Background: an optimization exercise with open tools, aiming at small area. Do not read the settings as production practice.
Only simulation tests tie the RTL to the original design; equivalence was not proved.
No activity file was given, so power comes from the tool's default toggle rates. The flow treats the clock pin as an ideal source, which a real chip does not have.

==> flow/design.v (excerpt) <==
module cic_filter #(
    parameter INPUT_WIDTH  = 5,
    parameter R            = 16,
    parameter N            = 15,
    parameter M            = 1,
    parameter INTERNAL_WIDTH = INPUT_WIDTH + N * $clog2(R*M)
)(
    input  wire                          clk,
    input  wire                          rst_n,
    input  wire                          in_valid,
    input  wire signed [INPUT_WIDTH-1:0] in_data,
    output reg                           out_valid,
    output wire signed [INTERNAL_WIDTH-1:0] out_data
);
For scale: ~6,100 cells after synthesis, roughly 3,100 flip-flops, about 74 I/O pins.
Settings: LEC_CHECK=0, CAP_MARGIN=20, CORE_MARGIN=2, CORE_UTILIZATION=70, CTS_BUF_LIST=sky130_fd_sc_hd__clkbuf_8, PLACE_DENSITY=0.72, SLEW_MARGIN=20; clock period 15.0 ns.
standard.sh (not shown) runs the stock make flow with config.mk's settings and CLKGATE_MAP_FILE= SYNTH_SCRIPT=/design/flow/synth_recipe.tcl, a recipe that flattens the netlist after the stock synthesis.
==> flow/flow/run.sh <==
#!/bin/bash
# The standard layout (standard.sh), with two changes:
#  - clock tree synthesis uses larger sink clusters and adds no dummy loads;
#  - the port buffers are the smallest buffer cell.
# Each tool's full output is in the ORFS logs under orfs/logs; make's own
# output is in standard.log.
export CTS_ARGS="-sink_clustering_enable -repair_clock_nets -dont_use_dummy_load -buf_list sky130_fd_sc_hd__clkbuf_8 -sink_clustering_size 16 -sink_clustering_max_diameter 50"
export BUFFER_PORTS_ARGS="-buffer_cell sky130_fd_sc_hd__buf_1"
bash standard.sh > standard.log 2>&1
The baseline completed with no timing, DRC or antenna violations.
Next try:
--- a/flow/flow/run.sh
+++ b/flow/flow/run.sh
@@ -6,3 +6,3 @@
 # output is in standard.log.
-export CTS_ARGS="-sink_clustering_enable -repair_clock_nets -dont_use_dummy_load -buf_list sky130_fd_sc_hd__clkbuf_8 -sink_clustering_size 16 -sink_clustering_max_diameter 50"
+export CTS_ARGS="-sink_clustering_enable -repair_clock_nets -dont_use_dummy_load -buf_list sky130_fd_sc_hd__clkbuf_8 -sink_clustering_size 18 -sink_clustering_max_diameter 45"
 export BUFFER_PORTS_ARGS="-buffer_cell sky130_fd_sc_hd__buf_1"
What happened:
- final cell count barely changes
- power stays flat
- clock-buffer cell count fell by 4

---

Another version of the RTL of cic_filter (not shown whole).
Size in the first run: about 6,200 cells after synthesis, about 74 I/O pins.
## cic_filter
module cic_filter #(
    parameter INPUT_WIDTH  = 5,
    parameter R            = 16,
    parameter N            = 15,
    parameter M            = 1,
    parameter INTERNAL_WIDTH = INPUT_WIDTH + N * $clog2(R*M)
)(
    input  wire                          clk,
    input  wire                          rst_n,
    input  wire                          in_valid,
    input  wire signed [INPUT_WIDTH-1:0] in_data,
    output reg                           out_valid,
    output wire signed [INTERNAL_WIDTH-1:0] out_data
);
    localparam W  = INTERNAL_WIDTH;    
    localparam NS = 3;                 
    localparam L  = N;                 
    localparam S0 = 22, S1 = 22, S2 = W - S0 - S1;
    function integer LO(input integer s);
        LO = (s == 0) ? 0 : (s == 1) ? S0 : S0 + S1;
    endfunction
    function integer SW(input integer s);
        SW = (s == 0) ? S0 : (s == 1) ? S1 : S2;
    endfunction
    genvar s, k;
    reg  [INPUT_WIDTH-1:0] xr;       
    reg  [NS-1:0] g;                 
    reg  [NS-1:0] gn;                
    reg  [NS-1:1] gsign;             
    reg  [3:0]    cnt;               
  ...
Settings: LEC_CHECK=0, CAP_MARGIN=20, CORE_MARGIN=2, CORE_UTILIZATION=60, CTS_BUF_LIST=sky130_fd_sc_hd__clkbuf_16, SLEW_MARGIN=20; clock period 15.0 ns.
==> flow/flow/run.sh <==
#!/bin/bash
# The standard layout, with clock tree synthesis set to larger sink clusters
# and no dummy loads. Each tool's output is in the ORFS logs under orfs/logs.
export CTS_ARGS="-sink_clustering_enable -repair_clock_nets -dont_use_dummy_load -buf_list sky130_fd_sc_hd__clkbuf_16 -sink_clustering_size 30 -sink_clustering_max_diameter 100"
bash standard.sh > standard.log 2>&1
The first run finished clean.
Next try:
==> flow/flow/run.sh (replaced) <==
#!/bin/bash
# The standard layout, with clock tree synthesis set to larger sink clusters
# and no dummy loads. Each tool's output is in the ORFS logs under orfs/logs.
export CTS_ARGS="-sink_clustering_enable -repair_clock_nets -dont_use_dummy_load -buf_list sky130_fd_sc_hd__clkbuf_8 -sink_clustering_size 16 -sink_clustering_max_diameter 80"
bash standard.sh > standard.log 2>&1
- CTS_BUF_LIST: sky130_fd_sc_hd__clkbuf_16 -> sky130_fd_sc_hd__clkbuf_8
Result: Die area is unchanged; fmax is about the same; worst setup slack is about the same; clock-buffer cell count is higher by 100; non-clock buffer count stays the same; worst hold slack improves by 0.012 ns; wire length is higher by 1.7%; global-route usage is higher by 0.37 points; area after synthesis is unchanged; total power stays flat.

---

cic_filter, a different RTL version from the one above (not shown whole).
Size: roughly 6200 cells after synthesis.
clock: 15.0 ns
lec_check: 0
cap_margin: 20
core_margin: 2
core_utilization: 75
cts_buf_list: sky130_fd_sc_hd__clkbuf_16
place_density: 0.8
slew_margin: 20
==> flow/flow/run.sh <==
#!/bin/bash
# The standard layout (standard.sh), with two changes:
#  - clock tree synthesis uses larger sink clusters and adds no dummy loads;
#  - the port buffers are the smallest buffer cell.
# Each tool's full output is in the ORFS logs under orfs/logs; make's own
# output is in standard.log.
export CTS_ARGS="-sink_clustering_enable -repair_clock_nets -dont_use_dummy_load -buf_list sky130_fd_sc_hd__clkbuf_16 -sink_clustering_size 30 -sink_clustering_max_diameter 80"
export BUFFER_PORTS_ARGS="-buffer_cell sky130_fd_sc_hd__buf_1"
bash standard.sh > standard.log 2>&1
Change:
--- a/flow/flow/run.sh
+++ b/flow/flow/run.sh
@@ -7 +7 @@
-export CTS_ARGS="-sink_clustering_enable -repair_clock_nets -dont_use_dummy_load -buf_list sky130_fd_sc_hd__clkbuf_16 -sink_clustering_size 30 -sink_clustering_max_diameter 80"
+export CTS_ARGS="-sink_clustering_enable -repair_clock_nets -dont_use_dummy_load -buf_list sky130_fd_sc_hd__clkbuf_8 -sink_clustering_size 20 -sink_clustering_max_diameter 60"
CORE_UTILIZATION = 70   (was 75)
CTS_BUF_LIST = sky130_fd_sc_hd__clkbuf_8   (was sky130_fd_sc_hd__clkbuf_16)
PLACE_DENSITY = 0.72   (was 0.8)
After rerunning: Power fell by about 3%; cell count came out higher by 2.5%; global-route usage falls by 3.9 points; cell area fell by about 0.3%.
Change:
GPL_ROUTABILITY_DRIVEN = 0   (was not set)
GPL_TIMING_DRIVEN = 0   (was not set)
Total power climbs by 1.0%.
Clock power barely changes.
Sequential cell count stays the same.
Core utilization climbs by 1.2 points.
Global-route usage climbs by 2.4 points.
Cell area climbs by 1.6%.
Cell count climbs by 2.8%.
Die area does not change.
Hold slack got worse by 0.010 ns.
Setup slack got worse by 0.40 ns.
Routed wire length climbs by 13%.
Change:
--- a/flow/flow/run.sh
+++ b/flow/flow/run.sh
@@ -7 +7 @@
-export CTS_ARGS="-sink_clustering_enable -repair_clock_nets -dont_use_dummy_load -buf_list sky130_fd_sc_hd__clkbuf_8 -sink_clustering_size 20 -sink_clustering_max_diameter 60"
+export CTS_ARGS="-sink_clustering_enable -repair_clock_nets -dont_use_dummy_load -buf_list sky130_fd_sc_hd__clkbuf_16 -sink_clustering_size 30 -sink_clustering_max_diameter 100"
CTS_BUF_LIST = sky130_fd_sc_hd__clkbuf_16   (was sky130_fd_sc_hd__clkbuf_8)
GPL_ROUTABILITY_DRIVEN = not set   (was 0)
GPL_TIMING_DRIVEN = not set   (was 0)
=> Fmax climbs by 3.9%; sequential cell count is unchanged; setup slack is better by 0.44 ns; routed wire length drops by 12%; worst hold slack is better by 0.011 ns; via count drops by 4.2%; non-clock buffer count drops by 229.
Change:
CORE_UTILIZATION = 60   (was 70)
PLACE_DENSITY = not set   (was 0.72)
Result: Global-route usage is lower by 3.1 points; sequential power barely changes; synthesized area does not change; count of clock-buffer cells in the layout stays the same; design area is higher by about 0.43%; register-to-register slack gets worse by 0.07 ns; die area is higher by about 16%; sequential share of layout area is lower by 0.28 points; total power is lower by 0.66%.

[separate check: timing with driven ports]
Ports are ideal in the flow. The routed layouts listed here were re-timed in OpenROAD. Step 1, drivers: a clkbuf_16 drives clk and a buf_2 each remaining input, both assumed. Step 2 adds t to the input delays and takes it off the output delays; t is the mean of the earliest and latest rising clock arrival at the registers after step 1. Input paths then give back, and output paths get back, about the clock's delay inside the block. Three values: ideal, step 1, step 2; two values: the first two.
| run | t (ns) | setup WS [ns] | worst setup path after step 2 | clock arrival spread, ns | slew at the worst register clock pin (ns) |
|---|---|---|---|---|---|
| the first run of note 1 | 0.956 | 3.381 / 3.381 / 3.381 | register to register | 0.125 / 0.126 | 0.10 / 0.10 |
| the second run of note 1 | 0.928 | 3.551 / 3.551 / 3.551 | register to register | 0.150 / 0.149 | 0.11 / 0.11 |
| the first run of note 2 | 0.802 | 2.813 / 2.813 / 2.813 | register to register | 0.116 / 0.116 | 0.11 / 0.11 |
| the second run of note 2 | 0.983 | 2.811 / 2.811 / 2.811 | register to register | 0.094 / 0.095 | 0.11 / 0.11 |
| the first run of note 3 | 0.821 | 3.370 / 3.370 / 3.370 | register to register | 0.141 / 0.141 | 0.11 / 0.11 |
| the second run of note 3 | 0.946 | 3.614 / 3.614 / 3.614 | register to register | 0.109 / 0.109 | 0.12 / 0.12 |
| the third run of note 3 | 0.958 | 3.213 / 3.213 / 3.213 | register to register | 0.134 / 0.133 | 0.12 / 0.12 |
| the fourth run of note 3 | 0.800 | 3.657 / 3.657 / 3.657 | register to register | 0.076 / 0.076 | 0.11 / 0.11 |
| the fifth run of note 3 | 0.801 | 3.590 / 3.590 / 3.590 | register to register | 0.057 / 0.058 | 0.11 / 0.11 |
After both steps every run listed still meets setup and hold.
